Source: an optimization exercise on an open RTL-to-GDS flow (aim: small area). Production flows keep margins and buffers that such runs may drop. Function was checked by simulation only, so behaviour that the tests miss may differ from the original. Power is estimated from default activity; no workload was simulated.

==> module probe_core, before the edit <==
module probe_core (
    input  wire         clk,
    input  wire         rst_n,
    input  wire         en,
    input  wire [2:0]   sel,
    input  wire [16:0]  size,
    output reg  [16:0]  data_num,
    input  wire [255:0] s_tdata,
    input  wire [7:0]   s_tvalid,
    input  wire [31:0]  s_tkeep,
    input  wire [7:0]   s_tready,       
    output reg  [31:0]  probe_axis_tdata,
    output reg          probe_axis_tvalid,
    output reg          probe_axis_tlast,
    output reg  [3:0]   probe_axis_tkeep,
    input  wire         probe_axis_tready
);
wire [7:0] sel_oh = 8'd1 << sel;
wire [7:0] vsel   = sel_oh & s_tvalid;    
wire t_ready = |(sel_oh & s_tready);
wire t_valid = |vsel;
reg [31:0] t_data;
reg [3:0]  t_nkeep;    
integer i;
always @(*) begin
    t_data  = 32'd0;
    t_nkeep = 4'd0;
    for (i = 0; i < 8; i = i + 1) begin
        t_data  = t_data  | ({32{vsel[i]}} & s_tdata[32*i +: 32]);
        t_nkeep = t_nkeep | ({4{vsel[i]}}  & ~s_tkeep[4*i +: 4]);
    end
end
reg en_q;
reg xfer, done;           
reg [9:0]  wait_lfsr;
wire [9:0] wait_next = {wait_lfsr[8:0], ~(wait_lfsr[9] ^ wait_lfsr[6])};
wire [16:0] last_num = size - 17'd1 - {16'd0, probe_axis_tvalid};
wire start = ~xfer & ~done & en & ~en_q;
wire step  = xfer & probe_axis_tready & t_ready;
wire tmo   = (wait_lfsr == 10'h164);
wire hit   = (|size) & (data_num == last_num);
wire fin   = step & (t_valid ? hit : tmo);
wire last_real = ~wait_lfsr[6];
always @(posedge clk or negedge rst_n) begin
    if (!rst_n)
        en_q <= 1'b0;
    else
        en_q <= en;
end
always @(posedge clk or negedge rst_n) begin
    if (!rst_n) begin
        xfer <= 1'b0;
        done <= 1'b0;
        probe_axis_tvalid <= 1'b0;
        data_num <= 17'd0;
    end else begin
        if (start) begin
            xfer <= 1'b1;
            data_num <= 17'd0;
        end else if (step) begin
            if (fin) begin
                xfer <= 1'b0;
                done <= 1'b1;
            end
            probe_axis_tvalid <= t_valid | tmo;
            if (probe_axis_tvalid)
                data_num <= data_num + 17'd1;
        end else if (done & probe_axis_tready) begin
            done <= 1'b0;
            probe_axis_tvalid <= 1'b0;
            if (last_real)
                data_num <= data_num + 17'd1;
        end
    end
end
always @(posedge clk) begin
    if (start | (step & t_valid))
        wait_lfsr <= 10'd0;
    else if (step)
        wait_lfsr <= wait_next;
end
always @(posedge clk) begin
    if (step) begin
        probe_axis_tdata <= t_data;
        probe_axis_tkeep <= ~t_nkeep;
        probe_axis_tlast <= ~t_valid | hit;
    end
end
endmodule
Settings: LEC_CHECK=0, CAP_MARGIN=20, CORE_AREA=5 5 245 245, DIE_AREA=0 0 250 250, SLEW_MARGIN=20; clock period 5.0 ns.
standard.sh (not shown) runs the stock make flow with config.mk's settings and CLKGATE_MAP_FILE= SYNTH_SCRIPT=/design/flow/synth_recipe.tcl, a recipe that flattens the netlist after the stock synthesis.
==> flow/flow/run.sh <==
#!/bin/bash
# Standard ORFS layout (the standard.sh, unchanged synthesis), except that the
# port buffers that global placement inserts on every input and output use the
# smallest buffer, sky130_fd_sc_hd__buf_1, instead of the resizer's default choice.
set -euo pipefail
export BUFFER_PORTS_ARGS="-buffer_cell sky130_fd_sc_hd__buf_1"
bash standard.sh synth > synth.log 2>&1
bash standard.sh finish > layout.log 2>&1
Edit:
--- a/flow/design.v
+++ b/flow/design.v
@@ -134,17 +134,17 @@
     end
 end
 reg en_q;
 reg xfer, done;           
-reg [9:0]  wait_lfsr;
-wire [9:0] wait_next = {wait_lfsr[8:0], ~(wait_lfsr[9] ^ wait_lfsr[6])};
-wire [16:0] last_num = size - 17'd1 - {16'd0, probe_axis_tvalid};
+reg [9:0]  wait_time;     
+reg [16:0] data_cnt;      
 wire start = ~xfer & ~done & en & ~en_q;
 wire step  = xfer & probe_axis_tready & t_ready;
-wire tmo   = (wait_lfsr == 10'h164);
-wire hit   = (|size) & (data_num == last_num);
+wire tmo   = &{wait_time[9:5], wait_time[3]};
+wire [17:0] cnt_inc = {1'b0, data_cnt} + 18'd1;
+wire hit   = (cnt_inc == {1'b0, size});
 wire fin   = step & (t_valid ? hit : tmo);
-wire last_real = ~wait_lfsr[6];
+wire last_real = ~wait_time[3];
 always @(posedge clk or negedge rst_n) begin
     if (!rst_n)
         en_q <= 1'b0;
     else
@@ -176,12 +176,19 @@
         end
     end
 end
 always @(posedge clk) begin
-    if (start | (step & t_valid))
-        wait_lfsr <= 10'd0;
-    else if (step)
-        wait_lfsr <= wait_next;
+    if (start) begin
+        wait_time <= 10'd0;
+        data_cnt  <= 17'd0;
+    end else if (step) begin
+        if (t_valid) begin
+            wait_time <= 10'd0;
+            data_cnt  <= cnt_inc[16:0];
+        end else begin
+            wait_time <= wait_time + 10'd1;
+        end
+    end
 end
 always @(posedge clk) begin
     if (step) begin
         probe_axis_tdata <= t_data;
Effect:
- utilization rises by 1.5 points
- die area does not change
- synthesized area rises by a few percent
- via count rises by a few percent
- clock power rises by a little under a tenth
- setup slack loses 300 ps
- critical path depth is unchanged
- wire length falls by a few percent
- total power rises by a few percent
- count of clock-buffer cells in the layout rises by 2
- sequential power rises by a few percent
- flip-flop and latch count rises by 17

afterwards: timing with drivers on the ports:
Ports are ideal in the flow. The routed layouts listed here were re-timed in OpenROAD. Step 1 sets driving cells, clkbuf_16 on the clock port and buf_2 on the other inputs (assumed; they add their load-dependent delay and slew). Step 2, shift: input delay + t, output delay - t, t = (earliest + latest rising clock arrival at the registers) / 2. This alone moves slack from input paths to output paths. Three values: ideal ports, drivers, drivers and shift; two values: the first two.
| run | t (ns) | slack for setup (ns) | worst setup path after step 2 | clock arrival spread, ns | slew at the worst register clock pin (ns) |
|---|---|---|---|---|---|
| the first run | 0.623 | 1.882 / 1.882 / 1.750 | input to register | 0.026 / 0.026 | 0.07 / 0.07 |
| the second run | 0.619 | 1.584 / 1.584 / 1.398 | input to register | 0.017 / 0.016 | 0.07 / 0.07 |
After both steps every run listed still meets setup and hold. For the second run, which loses most, drivers alone change the setup slack by 0.000 ns; drivers and shift together by -0.186 ns.
